Context: an optimization exercise on an open-source flow, tuned for small area and a short achievable clock period. The choices shown serve that exercise and are no tape-out recipe. The RTL was checked by simulation tests, not by an equivalence proof against the original design. No activity file was given, so power comes from the tool's default toggle rates.

## oak
Design Nto1_sync_fifo, start of the top module:
module Nto1_sync_fifo #(N = 4, DATA_WIDTH = 32, DEPTH = 16)
         (input logic clk_i,
          input logic rst_n_i,
          input logic [N*DATA_WIDTH-1:0] data_i,  
          input logic [N-1:0] wr_en_i,            
          input logic rd_en_i,
          output logic                   fifo_full_o,
          output logic                   fifo_empty_o,
          output logic [DATA_WIDTH-1:0]  data_o
         );
localparam RD  = DEPTH-1;         
localparam OD  = DEPTH/2;         
localparam BD  = OD-1;            
logic [DATA_WIDTH-1:0] r_data [0:RD-1][0:N-1];
logic [N-1:0]          r_mask [0:RD-1];
logic [RD-1:0]         r_wp, r_rp;      
logic [DATA_WIDTH-1:0] h_data [0:N-1];
logic [N-1:0]          h_rem;
logic [N-1:0]          h_lane;          
logic                  h_last;          
logic [DEPTH-1:0] e_lvl;                
logic             e_full;               
logic [OD-1:0]    o_lvl;                
logic             o_empty;              
wire e_nempty = e_lvl[0];
wire e_one    = e_lvl[0] & ~e_lvl[1];
  ...
export LEC_CHECK = 0
export CAP_MARGIN = 35
export CORE_MARGIN = 2
export CORE_UTILIZATION = 70
export CTS_CLUSTER_DIAMETER = 80
export CTS_CLUSTER_SIZE = 24
export PLACE_DENSITY = 0.78
export SETUP_SLACK_MARGIN = 3.5
export SLEW_MARGIN = 30
create_clock -name core_clock -period 6.0 [get_ports {clk_i}]
run.sh (not shown) runs the stock make flow with config.mk's settings and CLKGATE_MAP_FILE= SYNTH_SCRIPT=/design/flow/synth_recipe.tcl, a recipe that flattens the netlist after the stock synthesis.
The final layout from oak, which completed every stage, passed the timing, DRC and antenna checks at the end of the flow.
Input changes introduced in pine (baseline for comparison: oak):
- a change of SETUP_SLACK_MARGIN from 3.5 to 3.6
==> flow/flow/run.sh (new file) <==
#!/bin/bash
# Own layout flow: the standard ORFS flow (standard.sh), with three changes:
#  - ports buffered with buf_2 cells (by default the port buffers came out as
#    slow delay cells),
#  - clock tree synthesis without dummy loads,
#  - repair steps free to pick cells of any footprint.
# The whole ORFS run's output goes to standard_flow.log; each ORFS step also
# keeps its own log under orfs/logs/.
set -euo pipefail
bash standard.sh MATCH_CELL_FOOTPRINT=0 \
  "BUFFER_PORTS_ARGS=-buffer_cell sky130_fd_sc_hd__buf_2" \
  "CTS_ARGS=-sink_clustering_enable -repair_clock_nets -sink_clustering_size 24 -sink_clustering_max_diameter 80 -dont_use_dummy_load" \
  finish > standard_flow.log 2>&1
==> flow/standard.sh (new file) <==
#!/bin/bash
# synth_recipe.tcl (not shown) runs the flow's synth.tcl, then flattens the netlist and writes it again
# the make line also repeats each setting of config.mk as NAME=value (left out here)
make -C /OpenROAD-flow-scripts/flow DESIGN_CONFIG=/design/flow/config.mk WORK_HOME=/design/flow/orfs CLKGATE_MAP_FILE= SYNTH_SCRIPT=/design/flow/synth_recipe.tcl "${@:-finish}"
removed: flow/run.sh
==> comparison <==
- pine was carried through to the last stage, and its layout satisfied the timing, DRC and antenna checks.
- Cmp oak and pine / number of gates resized after cts / higher: oak
- pine vs oak on met1 wire length: pine is the higher one.
- The maximum frequency of pine was superior to that of oak.
- The critical path depth in pine sits 5 below the value recorded for oak.
- Synthesis-to-finish area growth delta (pine -> oak): insignificant
- Re post-placement cell area: oak and pine aren't equal, and the lower value belongs to pine.

* * *

The RTL this note starts from:
==> flow/design.v <==
module Nto1_sync_fifo #(N = 4, DATA_WIDTH = 32, DEPTH = 16)
         (input logic clk_i,
          input logic rst_n_i,
          input logic [N*DATA_WIDTH-1:0] data_i,  
          input logic [N-1:0] wr_en_i,            
          input logic rd_en_i,
          output logic                   fifo_full_o,
          output logic                   fifo_empty_o,
          output logic [DATA_WIDTH-1:0]  data_o
         );
localparam OD  = DEPTH/2;         
localparam BD  = OD-1;            
localparam BW  = $clog2(BD);
localparam OCW = $clog2(OD+1);
localparam ECW = $clog2(DEPTH+1);
logic [DATA_WIDTH-1:0] e_data [0:DEPTH-1][0:N-1];
logic [N-1:0]          e_mask [0:DEPTH-1];
logic [DEPTH-1:0] e_wp, e_rp;     
logic [ECW-1:0]   e_cnt;
logic             e_full, e_empty, e_one;
wire any_wr = |wr_en_i;
wire e_wr   = any_wr & ~e_full;
always_ff @(posedge clk_i) begin
  for (int k = 0; k < DEPTH; k++) begin
    for (int j = 0; j < N; j++)
      if (wr_en_i[j] && !e_full && e_wp[k])
        e_data[k][j] <= data_i[j*DATA_WIDTH +: DATA_WIDTH];
    if (any_wr && !e_full && e_wp[k])
      e_mask[k] <= wr_en_i;
  end
end
logic o_full, o_empty, o_one;
logic [N-1:0] h_rem;              
wire xfer = ~e_empty & ~o_full;
wire [N-1:0] lane = h_rem & ~(h_rem - 1'b1);    
wire         last = ((h_rem & ~lane) == '0);
wire         pop  = xfer & last;
logic [DATA_WIDTH-1:0] h_word [0:N-1];
logic [N-1:0]          n_mask;
always_comb begin
  for (int j = 0; j < N; j++) begin
    h_word[j] = '0;
    for (int k = 0; k < DEPTH; k++)
      if (e_rp[k]) h_word[j] = h_word[j] | e_data[k][j];
  end
  n_mask = '0;
  for (int k = 0; k < DEPTH; k++)
    if (e_rp[(k+DEPTH-1)%DEPTH]) n_mask = n_mask | e_mask[k];
end
logic [DATA_WIDTH-1:0] xword;
always_comb begin
  xword = '0;
  for (int j = 0; j < N; j++)
    if (lane[j]) xword = xword | h_word[j];
end
always_ff @(posedge clk_i) begin
  if (pop)          h_rem <= e_one ? wr_en_i : n_mask;
  else if (xfer)    h_rem <= h_rem & ~lane;
  else if (e_empty) h_rem <= wr_en_i;
end
always_ff @(posedge clk_i, negedge rst_n_i) begin
  if (!rst_n_i) begin
    e_wp    <= DEPTH'(1);
    e_rp    <= DEPTH'(1);
    e_cnt   <= '0;
    e_full  <= 1'b0;
    e_empty <= 1'b1;
    e_one   <= 1'b0;
  end else begin
    if (e_wr) e_wp <= {e_wp[DEPTH-2:0], e_wp[DEPTH-1]};
    if (pop)  e_rp <= {e_rp[DEPTH-2:0], e_rp[DEPTH-1]};
    if (e_wr && !pop) begin
      e_cnt   <= e_cnt + 1'b1;
      e_empty <= 1'b0;
      e_one   <= e_empty;
      e_full  <= (e_cnt == ECW'(DEPTH-1));
    end else if (!e_wr && pop) begin
      e_cnt   <= e_cnt - 1'b1;
      e_full  <= 1'b0;
      e_one   <= (e_cnt == ECW'(2));
      e_empty <= e_one;
    end
  end
end
logic [DATA_WIDTH-1:0] o_head;
logic [DATA_WIDTH-1:0] o_buf [0:BD-1];
logic [BW-1:0]         b_wp, b_rp;
logic [OCW-1:0]        o_cnt;
wire o_rd     = rd_en_i & ~o_empty;
wire h_from_x = xfer & (o_empty | (o_rd & o_one));
wire h_from_b = o_rd & ~o_one;
wire b_push   = xfer & ~o_empty & ~(o_rd & o_one);
always_ff @(posedge clk_i, negedge rst_n_i) begin
  if (!rst_n_i)      o_head <= '0;
  else if (h_from_x) o_head <= xword;
  else if (h_from_b) o_head <= o_buf[b_rp];
end
always_ff @(posedge clk_i) begin
  for (int k = 0; k < BD; k++)
    if (b_push && b_wp == BW'(k)) o_buf[k] <= xword;
end
always_ff @(posedge clk_i, negedge rst_n_i) begin
  if (!rst_n_i) begin
    b_wp    <= '0;
    b_rp    <= '0;
    o_cnt   <= '0;
    o_empty <= 1'b1;
    o_one   <= 1'b0;
    o_full  <= 1'b0;
  end else begin
    if (b_push)   b_wp <= (b_wp == BW'(BD-1)) ? '0 : b_wp + 1'b1;
    if (h_from_b) b_rp <= (b_rp == BW'(BD-1)) ? '0 : b_rp + 1'b1;
    if (xfer && !o_rd) begin
      o_cnt   <= o_cnt + 1'b1;
      o_empty <= 1'b0;
      o_one   <= o_empty;
      o_full  <= (o_cnt == OCW'(OD-1));
    end else if (!xfer && o_rd) begin
      o_cnt   <= o_cnt - 1'b1;
      o_full  <= 1'b0;
      o_one   <= (o_cnt == OCW'(2));
      o_empty <= o_one;
    end
  end
end
assign fifo_full_o  = e_full;
assign fifo_empty_o = o_empty;
assign data_o       = o_head;
endmodule
Settings: LEC_CHECK=0, CAP_MARGIN=35, CORE_MARGIN=2, CORE_UTILIZATION=60, PLACE_DENSITY=0.68, SETUP_SLACK_MARGIN=3.4, SLEW_MARGIN=30; clock period 6.0 ns.
Stock flow here: none of the scripts above is used.
The first run completed without violations.
Next try:
CTS_CLUSTER_DIAMETER = 100   (was not set)
CTS_CLUSTER_SIZE = 30   (was not set)
SETUP_SLACK_MARGIN = 3.2   (was 3.4)
Result: Routed wire length falls by 5.9%. Final cell count is lower by 4.7%. Combinational power is lower by about 4%. Register-to-register slack improved by 0.07 ns. Sequential power is about the same.

* * *

Starts from the design.v that is shown in full above.
make LEC_CHECK=0 ABC_CLOCK_PERIOD_IN_PS=2000 CAP_MARGIN=35 CORE_MARGIN=2 CORE_UTILIZATION=60 PLACE_DENSITY=0.68 SETUP_SLACK_MARGIN=3.2 SLEW_MARGIN=30 finish   # period 6.0 ns
The starting point passed the timing, DRC and antenna checks.
Then changed:
--- a/flow/config.mk
+++ b/flow/config.mk
@@ -7,3 +7,2 @@
 export LEC_CHECK = 0
-export ABC_CLOCK_PERIOD_IN_PS = 2000
 export CAP_MARGIN = 35
@@ -11,4 +10,6 @@
 export CORE_UTILIZATION = 60
+export CTS_BUF_LIST = sky130_fd_sc_hd__clkbuf_8 sky130_fd_sc_hd__clkbuf_4
+export CTS_CLUSTER_SIZE = 30
 export PLACE_DENSITY = 0.68
-export SETUP_SLACK_MARGIN = 3.2
+export SETUP_SLACK_MARGIN = 3.4
 export SLEW_MARGIN = 30
After rerunning:
- fmax drops by 2.7%
- combinational power is higher by about 5%
- setup slack is worse by 78 ps
- via count rose by 2.6%
- routed wire length climbs by about 6%
- final cell count climbs by about 4.3%
- count of clock-buffer cells in the layout is higher by 234

* * *

Another version of the RTL of Nto1_sync_fifo (not shown whole).
Size: about 4500 cells after synthesis, roughly 2400 flip-flops.
==> flow/design.v (excerpt) <==
module Nto1_sync_fifo #(N = 4, DATA_WIDTH = 32, DEPTH = 16)
         (input logic clk_i,
          input logic rst_n_i,
          input logic [N*DATA_WIDTH-1:0] data_i,  
          input logic [N-1:0] wr_en_i,            
          input logic rd_en_i,
          output logic                   fifo_full_o,
          output logic                   fifo_empty_o,
          output logic [DATA_WIDTH-1:0]  data_o
         );
localparam AW  = $clog2(DEPTH);
localparam OD  = DEPTH/2;         
localparam BD  = OD-1;            
localparam BW  = $clog2(BD);
localparam OCW = $clog2(OD+1);
localparam ECW = $clog2(DEPTH+1);
logic [DATA_WIDTH-1:0] e_data [0:DEPTH-1][0:N-1];
logic [N-1:0]          e_mask [0:DEPTH-1];
logic [AW-1:0]    e_wp;
logic [DEPTH-1:0] e_rp;           
logic [ECW-1:0]   e_cnt;
logic             e_full, e_empty, e_one;
wire any_wr = |wr_en_i;
wire e_wr   = any_wr & ~e_full;
always_ff @(posedge clk_i) begin
  for (int k = 0; k < DEPTH; k++) begin
    for (int j = 0; j < N; j++)
      if (wr_en_i[j] && !e_full && e_wp == AW'(k))
        e_data[k][j] <= data_i[j*DATA_WIDTH +: DATA_WIDTH];
    if (any_wr && !e_full && e_wp == AW'(k))
      e_mask[k] <= wr_en_i;
  end
end
logic o_full, o_empty, o_one;
logic [N-1:0] h_rem;              
wire xfer = ~e_empty & ~o_full;
wire [N-1:0] lane = h_rem & ~(h_rem - 1'b1);    
wire         last = ((h_rem & ~lane) == '0);
wire         pop  = xfer & last;
logic [DATA_WIDTH-1:0] h_word [0:N-1];
logic [N-1:0]          n_mask;
always_comb begin
  for (int j = 0; j < N; j++) begin
    h_word[j] = '0;
    for (int k = 0; k < DEPTH; k++)
      if (e_rp[k]) h_word[j] = h_word[j] | e_data[k][j];
  end
  n_mask = '0;
  for (int k = 0; k < DEPTH; k++)
    if (e_rp[(k+DEPTH-1)%DEPTH]) n_mask = n_mask | e_mask[k];
end
logic [DATA_WIDTH-1:0] xword;
always_comb begin
  xword = '0;
  for (int j = 0; j < N; j++)
    if (lane[j]) xword = xword | h_word[j];
end
always_ff @(posedge clk_i) begin
  if (pop)          h_rem <= e_one ? wr_en_i : n_mask;
  else if (xfer)    h_rem <= h_rem & ~lane;
  else if (e_empty) h_rem <= wr_en_i;
end
always_ff @(posedge clk_i, negedge rst_n_i) begin
  if (!rst_n_i) begin
    e_wp    <= '0;
    e_rp    <= DEPTH'(1);
    e_cnt   <= '0;
    e_full  <= 1'b0;
    e_empty <= 1'b1;
    e_one   <= 1'b0;
  end else begin
    if (e_wr) e_wp <= e_wp + 1'b1;
  ...
export LEC_CHECK = 0
export CAP_MARGIN = 35
export CORE_MARGIN = 2
export CORE_UTILIZATION = 60
export PLACE_DENSITY = 0.68
export SLEW_MARGIN = 30
create_clock -name core_clock -period 6.0 [get_ports {clk_i}]
Change:
SETUP_SLACK_MARGIN = 3.2   (was default)
The new run ran to the end with no violations.
Synthesized cell count is unchanged.
Combinational power increases by 10%.
Worst setup slack is better by 0.89 ns.
Global-route usage increases by 0.47 points.
Final area increases by 2.0%.

## afterwards: timing with drivers on the ports
The results above use ideal ports. As a check the final layouts listed here were re-extracted and re-timed, cells and wires unchanged.
Step 1 assumes that a clkbuf_16 drives the clock port and a buf_2 every other input.
Step 2 adds t to the input delays and takes it off the output delays; t is the mean of the earliest and latest rising clock arrival at the registers after step 1. Input paths then give back, and output paths get back, about the clock's delay inside the block.
Slacks: ideal ports / drivers / drivers and shift; pairs: ideal ports / drivers.
run | t (ns) | slack for setup (ns) | worst setup path at the end | clock arrival spread, ns | slew at the worst register clock pin (ns)
oak | 0.856 | 3.393 / 3.340 / 2.688 | input to register | 0.047 / 0.046 | 0.11 / 0.11
pine | 0.827 | 3.441 / 3.356 / 2.899 | input to register | 0.061 / 0.060 | 0.10 / 0.10
the first run of note 2 | 0.941 | 3.042 / 3.042 / 2.488 | input to register | 0.037 / 0.037 | 0.07 / 0.07
the second run of note 2 | 0.826 | 3.112 / 3.112 / 2.421 | input to register | 0.031 / 0.030 | 0.12 / 0.12
the first run of note 3 | 0.937 | 3.126 / 3.126 / 2.390 | input to register | 0.027 / 0.026 | 0.07 / 0.07
the second run of note 3 | 1.109 | 3.047 / 2.970 / 2.488 | input to register | 0.074 / 0.074 | 0.07 / 0.07
the first run of note 4 | 0.930 | 2.245 / 2.308 / 1.378 | input to register | 0.033 / 0.033 | 0.07 / 0.07
the second run of note 4 | 0.904 | 3.137 / 3.060 / 2.372 | input to register | 0.030 / 0.030 | 0.07 / 0.07
After both steps setup and hold are still met in every run listed. The setup slack of the first run of note 4, which loses most, moves by +0.063 ns with the drivers and by -0.867 ns with both steps.
